From an optimization exercise on the open Yosys and OpenROAD flow, aimed at small area; shortcuts taken in it are not production practice.
The RTL was checked by simulation tests, not by an equivalence proof against the original design.
No activity file was given, so power comes from the tool's default toggle rates.

==> flow/design.v (excerpt) <==
module parking(
    input clk,
    input sw,
    input rst,
    input come, place, stop_car,
    output reg full_switch,
    output [15:0] stop_place_num_light,
    input leave,
    input [3:0] outplace_carnum,
    output reg count_down, empty_switch,
    output [6:0] money,
    output reg [6:0] stop_time,
    output [127:0] car_leave_light,
    input [3:0] keyboard_val,
    input pay,
    input empty, change,
    input [3:0] initial_money,
    input [2:0] per_money,
    input [3:0] place_number,
    output [119:0] information_light,
    output [55:0] pay_light,
    input time_end,
    output reg allpay
);
    function [7:0] seg_u;
        input [3:0] d;
        begin
            seg_u[0] = (d[2] & ~d[1] & ~d[0]) | (~d[3] & ~d[2] & ~d[1] & d[0]);
            seg_u[1] = (d[2] & ~d[1] & d[0]) | (d[2] & d[1] & ~d[0]);
            seg_u[2] = (~d[2] & d[1] & ~d[0]);
            seg_u[3] = (d[2] & ~d[1] & ~d[0]) | (d[2] & d[1] & d[0]) | (~d[3] & ~d[2] & ~d[1] & d[0]);
            seg_u[4] = (d[0]) | (d[2] & ~d[1]);
            seg_u[5] = (d[1] & d[0]) | (~d[2] & d[1]) | (~d[3] & ~d[2] & d[0]);
            seg_u[6] = (d[2] & d[1] & d[0]) | (~d[3] & ~d[2] & ~d[1]);
            seg_u[7] = 1'b1;
        end
    endfunction
    function [7:0] seg_t;
        input [3:0] d;
        begin
            seg_t[0] = (d[3] & d[1]) | (d[2] & ~d[1] & ~d[0]) | (~d[3] & ~d[2] & ~d[1] & d[0]);
            seg_t[1] = (d[3] & d[1]) | (d[3] & d[2]) | (d[2] & ~d[1] & d[0]) | (d[2] & d[1] & ~d[0]);
            seg_t[2] = ~((~d[2] & ~d[1]) | (~d[3] & d[0]) | (~d[3] & d[2]));
            seg_t[3] = (d[3] & d[1]) | (d[2] & ~d[1] & ~d[0]) | (d[2] & d[1] & d[0]) | (~d[3] & ~d[2] & ~d[1] & d[0]);
            seg_t[4] = (d[0]) | (d[2] & ~d[1]) | (d[3] & d[1]);
            seg_t[5] = (d[1] & d[0]) | (~d[2] & d[1]) | (d[3] & d[2]) | (~d[3] & ~d[2] & d[0]);
            seg_t[6] = (d[3] & d[1]) | (d[3] & d[2]) | (d[2] & d[1] & d[0]) | (~d[3] & ~d[2] & ~d[1]);
            seg_t[7] = 1'b1;
        end
    endfunction
    function [7:0] seg_10;
        input [3:0] d;
  ...
clock: 20.0 ns
lec_check: 0
abc_area: 1
cap_margin: 20
core_margin: 2
core_utilization: 40
cts_buf_list: sky130_fd_sc_hd__clkbuf_8
cts_cluster_diameter: 60
cts_cluster_size: 20
slew_margin: 20
standard.sh (not shown) runs the stock make flow with config.mk's settings and CLKGATE_MAP_FILE= SYNTH_SCRIPT=/design/flow/synth_recipe.tcl, a recipe that flattens the netlist after the stock synthesis.
==> flow/flow/run.sh <==
#!/bin/bash
# The standard layout with two changes:
#  - synthesis maps the logic with flow/abc_area.script instead of ORFS's ABC script (same
#    synthesis otherwise, so the registers are the standard synthesis's);
#  - the port buffers are the smallest buffer cell;
#  - the constant outputs share the tie cell synthesis gives them (no repair_tie_fanout).
set -euo pipefail
work=$PWD
# ORFS's synth.tcl, with abc given our script
sed 's|^source \$::env(SCRIPTS_DIR)/synth_preamble.tcl$|&\nset abc_args [lreplace $abc_args 1 1 '"$work"'/flow/abc_area.script]|' \
    "$FLOW_HOME/scripts/synth.tcl" > "$work/synth_abc.tcl"
grep -q "flow/abc_area.script" "$work/synth_abc.tcl"
# The standard flow's synthesis script, sourcing that copy
sed 's|\$::env(SCRIPTS_DIR)/synth.tcl|'"$work"'/synth_abc.tcl|' synth_recipe.tcl > "$work/synth_recipe_abc.tcl"
grep -q "synth_abc.tcl" "$work/synth_recipe_abc.tcl"
sed 's|synth_recipe.tcl|synth_recipe_abc.tcl|' standard.sh > standard_abc.sh
grep -q "synth_recipe_abc.tcl" standard_abc.sh
bash standard_abc.sh BUFFER_PORTS_ARGS="-buffer_cell sky130_fd_sc_hd__buf_1" SKIP_REPAIR_TIE_FANOUT=1 > standard.log 2>&1
==> flow/flow/abc_area.script <==
strash; &get -n; &deepsyn -T 20; &put; strash; &get -n; &dch -f; &nf -R 1000; &put; topo; stime -c
Change:
CORE_UTILIZATION = 75   (was 40)
CTS_CLUSTER_DIAMETER = 80   (was 60)
CTS_CLUSTER_SIZE = 16   (was 20)
Effect: Global-route usage came out higher by 16 points; power came out lower by 8.2%; non-clock buffer count is unchanged; utilization came out higher by 35 points; final area came out lower by 3.0%; routed wire length came out lower by 2.4%; via count came out higher by 3.3%; setup slack loses 0.19 ns; hold slack gains 0.0055 ns; die area came out lower by 46%.
Change:
CORE_UTILIZATION = 60   (was 75)
What happened: The new run passed the timing, DRC and antenna checks; total power rises by 1.4%; combinational power hardly moves; setup slack improves by 0.27 ns; global-route usage fell by 6.6 points; flip-flop and latch count does not change; synthesized cell count stays the same.

* * *

Starting RTL as in the previous note.
Settings: LEC_CHECK=0, ABC_AREA=1, CAP_MARGIN=20, CORE_MARGIN=2, CORE_UTILIZATION=40, CTS_BUF_LIST=sky130_fd_sc_hd__clkbuf_8, CTS_CLUSTER_DIAMETER=80, CTS_CLUSTER_SIZE=16, SLEW_MARGIN=20; clock period 20.0 ns.
==> flow/flow/run.sh <==
#!/bin/bash
# The standard layout, with the port buffers made from the smallest buffer cell.
set -euo pipefail
bash standard.sh BUFFER_PORTS_ARGS="-buffer_cell sky130_fd_sc_hd__buf_1" > standard.log 2>&1
The baseline passed the timing, DRC and antenna checks.
Next try:
==> flow/flow/run.sh (replaced) <==
#!/bin/bash
# The standard layout with two changes:
#  - synthesis maps the logic with flow/abc_area.script instead of ORFS's ABC script (same
#    synthesis otherwise, so the registers are the standard synthesis's);
#  - the port buffers are the smallest buffer cell;
#  - the constant outputs share the tie cell synthesis gives them (no repair_tie_fanout).
set -euo pipefail
work=$PWD
# ORFS's synth.tcl, with abc given our script
sed 's|^source \$::env(SCRIPTS_DIR)/synth_preamble.tcl$|&\nset abc_args [lreplace $abc_args 1 1 '"$work"'/flow/abc_area.script]|' \
    "$FLOW_HOME/scripts/synth.tcl" > "$work/synth_abc.tcl"
grep -q "flow/abc_area.script" "$work/synth_abc.tcl"
# The standard flow's synthesis script, sourcing that copy
sed 's|\$::env(SCRIPTS_DIR)/synth.tcl|'"$work"'/synth_abc.tcl|' synth_recipe.tcl > "$work/synth_recipe_abc.tcl"
grep -q "synth_abc.tcl" "$work/synth_recipe_abc.tcl"
sed 's|synth_recipe.tcl|synth_recipe_abc.tcl|' standard.sh > standard_abc.sh
grep -q "synth_recipe_abc.tcl" standard_abc.sh
bash standard_abc.sh BUFFER_PORTS_ARGS="-buffer_cell sky130_fd_sc_hd__buf_1" SKIP_REPAIR_TIE_FANOUT=1 > standard.log 2>&1
==> flow/flow/abc_area.script (new file) <==
strash; &get -n; &deepsyn -J 50; &put; strash; &get -n; &dch -f; &nf -R 1000; &put; topo; stime -c
Effect:
- total power decreases by 2.5%
- first-iteration DRC count came out higher by 2.2%
- synthesized cell count fell by 27%
- final cell count shrinks by 25%
- synthesized area falls by 11%
- cell area is lower by 12%
Next try:
--- a/flow/flow/run.sh
+++ b/flow/flow/run.sh
@@ -3,6 +3,5 @@
 #  - synthesis maps the logic with flow/abc_area.script instead of ORFS's ABC script (same
 #    synthesis otherwise, so the registers are the standard synthesis's);
-#  - the port buffers are the smallest buffer cell;
-#  - the constant outputs share the tie cell synthesis gives them (no repair_tie_fanout).
+#  - the port buffers are the smallest buffer cell.
 set -euo pipefail
 work=$PWD
@@ -16,3 +15,3 @@
 sed 's|synth_recipe.tcl|synth_recipe_abc.tcl|' standard.sh > standard_abc.sh
 grep -q "synth_recipe_abc.tcl" standard_abc.sh
-bash standard_abc.sh BUFFER_PORTS_ARGS="-buffer_cell sky130_fd_sc_hd__buf_1" SKIP_REPAIR_TIE_FANOUT=1 > standard.log 2>&1
+bash standard_abc.sh BUFFER_PORTS_ARGS="-buffer_cell sky130_fd_sc_hd__buf_1" > standard.log 2>&1
==> flow/flow/abc_area.script (replaced) <==
strash; &get -n; &deepsyn -T 20; &put; strash; &get -n; &dch -f; &nf -R 1000; &put; topo; stime -c
Outcome: Hold slack is worse by 0.0042 ns; die area stays the same; wire length went up by about 1.6%; first-iteration DRC count went down by 14%; fmax came out lower by 0.76%.
Next try:
--- a/flow/flow/run.sh
+++ b/flow/flow/run.sh
@@ -3,5 +3,6 @@
 #  - synthesis maps the logic with flow/abc_area.script instead of ORFS's ABC script (same
 #    synthesis otherwise, so the registers are the standard synthesis's);
-#  - the port buffers are the smallest buffer cell.
+#  - the port buffers are the smallest buffer cell;
+#  - the constant outputs share the tie cell synthesis gives them (no repair_tie_fanout).
 set -euo pipefail
 work=$PWD
@@ -15,3 +16,3 @@
 sed 's|synth_recipe.tcl|synth_recipe_abc.tcl|' standard.sh > standard_abc.sh
 grep -q "synth_recipe_abc.tcl" standard_abc.sh
-bash standard_abc.sh BUFFER_PORTS_ARGS="-buffer_cell sky130_fd_sc_hd__buf_1" > standard.log 2>&1
+bash standard_abc.sh BUFFER_PORTS_ARGS="-buffer_cell sky130_fd_sc_hd__buf_1" SKIP_REPAIR_TIE_FANOUT=1 > standard.log 2>&1
GPL_TIMING_DRIVEN = 0   (was not set)
After rerunning:
- wire length goes up by 3.2%
- final area rose by 11%
- synthesized cell count stays the same
- final cell count goes up by 6.4%
- power rises by 4.8%
Next try:
GPL_TIMING_DRIVEN = not set   (was 0)
Final area fell by 13%; area after synthesis is unchanged; count of clock-buffer cells in the layout rose by 3; register-to-register slack gets better by 0.19 ns; sequential cell count stays the same; setup slack improves by 0.33 ns; final cell count came out lower by 10%; sequential power hardly moves.

* * *

parking, a different RTL version from the one above (not shown whole).
Size: about 1600 cells after synthesis, about 370 I/O pins.
==> flow/config.mk <==
export PLATFORM = sky130hd
export DESIGN_NAME = parking
export DESIGN_NICKNAME = parking
export VERILOG_FILES = /design/flow/design.v
export SDC_FILE = /design/flow/constraint.sdc
export NUM_CORES = 4
export LEC_CHECK = 0
export ABC_AREA = 1
export CAP_MARGIN = 20
export CORE_MARGIN = 2
export CORE_UTILIZATION = 40
export CTS_BUF_LIST = sky130_fd_sc_hd__clkbuf_8
export CTS_CLUSTER_DIAMETER = 80
export CTS_CLUSTER_SIZE = 16
export SLEW_MARGIN = 20
==> flow/constraint.sdc <==
create_clock -name core_clock -period 20.0 [get_ports {clk}]
set_input_delay 4.0000 -clock core_clock [delete_from_list [all_inputs] [get_ports {clk}]]
set_output_delay 4.0000 -clock core_clock [all_outputs]
set_load 0.01 [all_outputs]
==> flow/flow/run.sh <==
#!/bin/bash
# The standard layout with two changes:
#  - synthesis maps the logic with flow/abc_area.script instead of ORFS's ABC script (same
#    synthesis otherwise, so the registers are the standard synthesis's);
#  - the port buffers are the smallest buffer cell;
#  - the constant outputs share the tie cell synthesis gives them (no repair_tie_fanout).
set -euo pipefail
work=$PWD
# ORFS's synth.tcl, with abc given our script
sed 's|^source \$::env(SCRIPTS_DIR)/synth_preamble.tcl$|&\nset abc_args [lreplace $abc_args 1 1 '"$work"'/flow/abc_area.script]|' \
    "$FLOW_HOME/scripts/synth.tcl" > "$work/synth_abc.tcl"
grep -q "flow/abc_area.script" "$work/synth_abc.tcl"
# The standard flow's synthesis script, sourcing that copy
sed 's|\$::env(SCRIPTS_DIR)/synth.tcl|'"$work"'/synth_abc.tcl|' synth_recipe.tcl > "$work/synth_recipe_abc.tcl"
grep -q "synth_abc.tcl" "$work/synth_recipe_abc.tcl"
sed 's|synth_recipe.tcl|synth_recipe_abc.tcl|' standard.sh > standard_abc.sh
grep -q "synth_recipe_abc.tcl" standard_abc.sh
bash standard_abc.sh BUFFER_PORTS_ARGS="-buffer_cell sky130_fd_sc_hd__buf_1" SKIP_REPAIR_TIE_FANOUT=1 > standard.log 2>&1
==> flow/flow/abc_area.script <==
strash; &get -n; &deepsyn -T 20; &put; strash; &get -n; &dch -f; &nf -R 1000; &put; topo; stime -c
Edit:
==> flow/flow/abc_area.script (replaced) <==
strash; &get -n; &deepsyn -J 50; &put; strash; &get -n; &dch -f; &nf -R 1000; &put; topo; stime -c
Final area does not change.
Synthesized cell count stays the same.
Sequential share of layout area does not change.
Sequential power is about the same.
Count of clock-buffer cells in the layout does not change.
Power does not change.
Worst setup slack stays the same.
Sequential cell count is unchanged.
Area after synthesis stays the same.
Non-clock buffer count stays the same.
Die area does not change.

re-timing with driven ports:
In the flow no input, the clock included, has a driving cell. The finished layouts below were timed again as built, in two steps. Step 1, drivers: a clkbuf_16 drives clk and a buf_2 each remaining input, both assumed. Step 2 adds t to the input delays and takes it off the output delays; t is the mean of the earliest and latest rising clock arrival at the registers after step 1. Input paths then give back, and output paths get back, about the clock's delay inside the block. Slacks: no drivers / after step 1 / after step 2; pairs: no drivers / after step 1.
run	t, ns	slack for setup (ns)	worst setup path at the end	latest minus earliest clock arrival (ns)	slew at the worst register clock pin (ns)
the first run of note 1	0.579	10.506 / 10.497 / 9.918	input to register	0.029 / 0.029	0.12 / 0.12
the second run of note 1	0.542	10.319 / 10.310 / 9.768	input to register	0.021 / 0.022	0.11 / 0.11
the third run of note 1	0.554	10.591 / 10.577 / 10.023	input to register	0.017 / 0.017	0.11 / 0.11
the first run of note 2	0.566	10.504 / 10.527 / 9.961	input to register	0.018 / 0.018	0.11 / 0.11
the second run of note 2	0.549	10.505 / 10.493 / 9.943	input to register	0.031 / 0.031	0.11 / 0.11
the third run of note 2	0.554	10.432 / 10.438 / 9.884	input to register	0.016 / 0.015	0.11 / 0.11
the fourth run of note 2	0.572	10.177 / 10.172 / 9.600	input to register	0.032 / 0.032	0.11 / 0.11
the fifth run of note 2	0.549	10.505 / 10.493 / 9.943	input to register	0.031 / 0.031	0.11 / 0.11
the first run of note 3	0.568	10.031 / 10.006 / 9.439	input to register	0.033 / 0.033	0.11 / 0.11
the second run of note 3	0.568	10.031 / 10.006 / 9.439	input to register	0.033 / 0.033	0.11 / 0.11
After both steps every run listed still meets setup and hold.
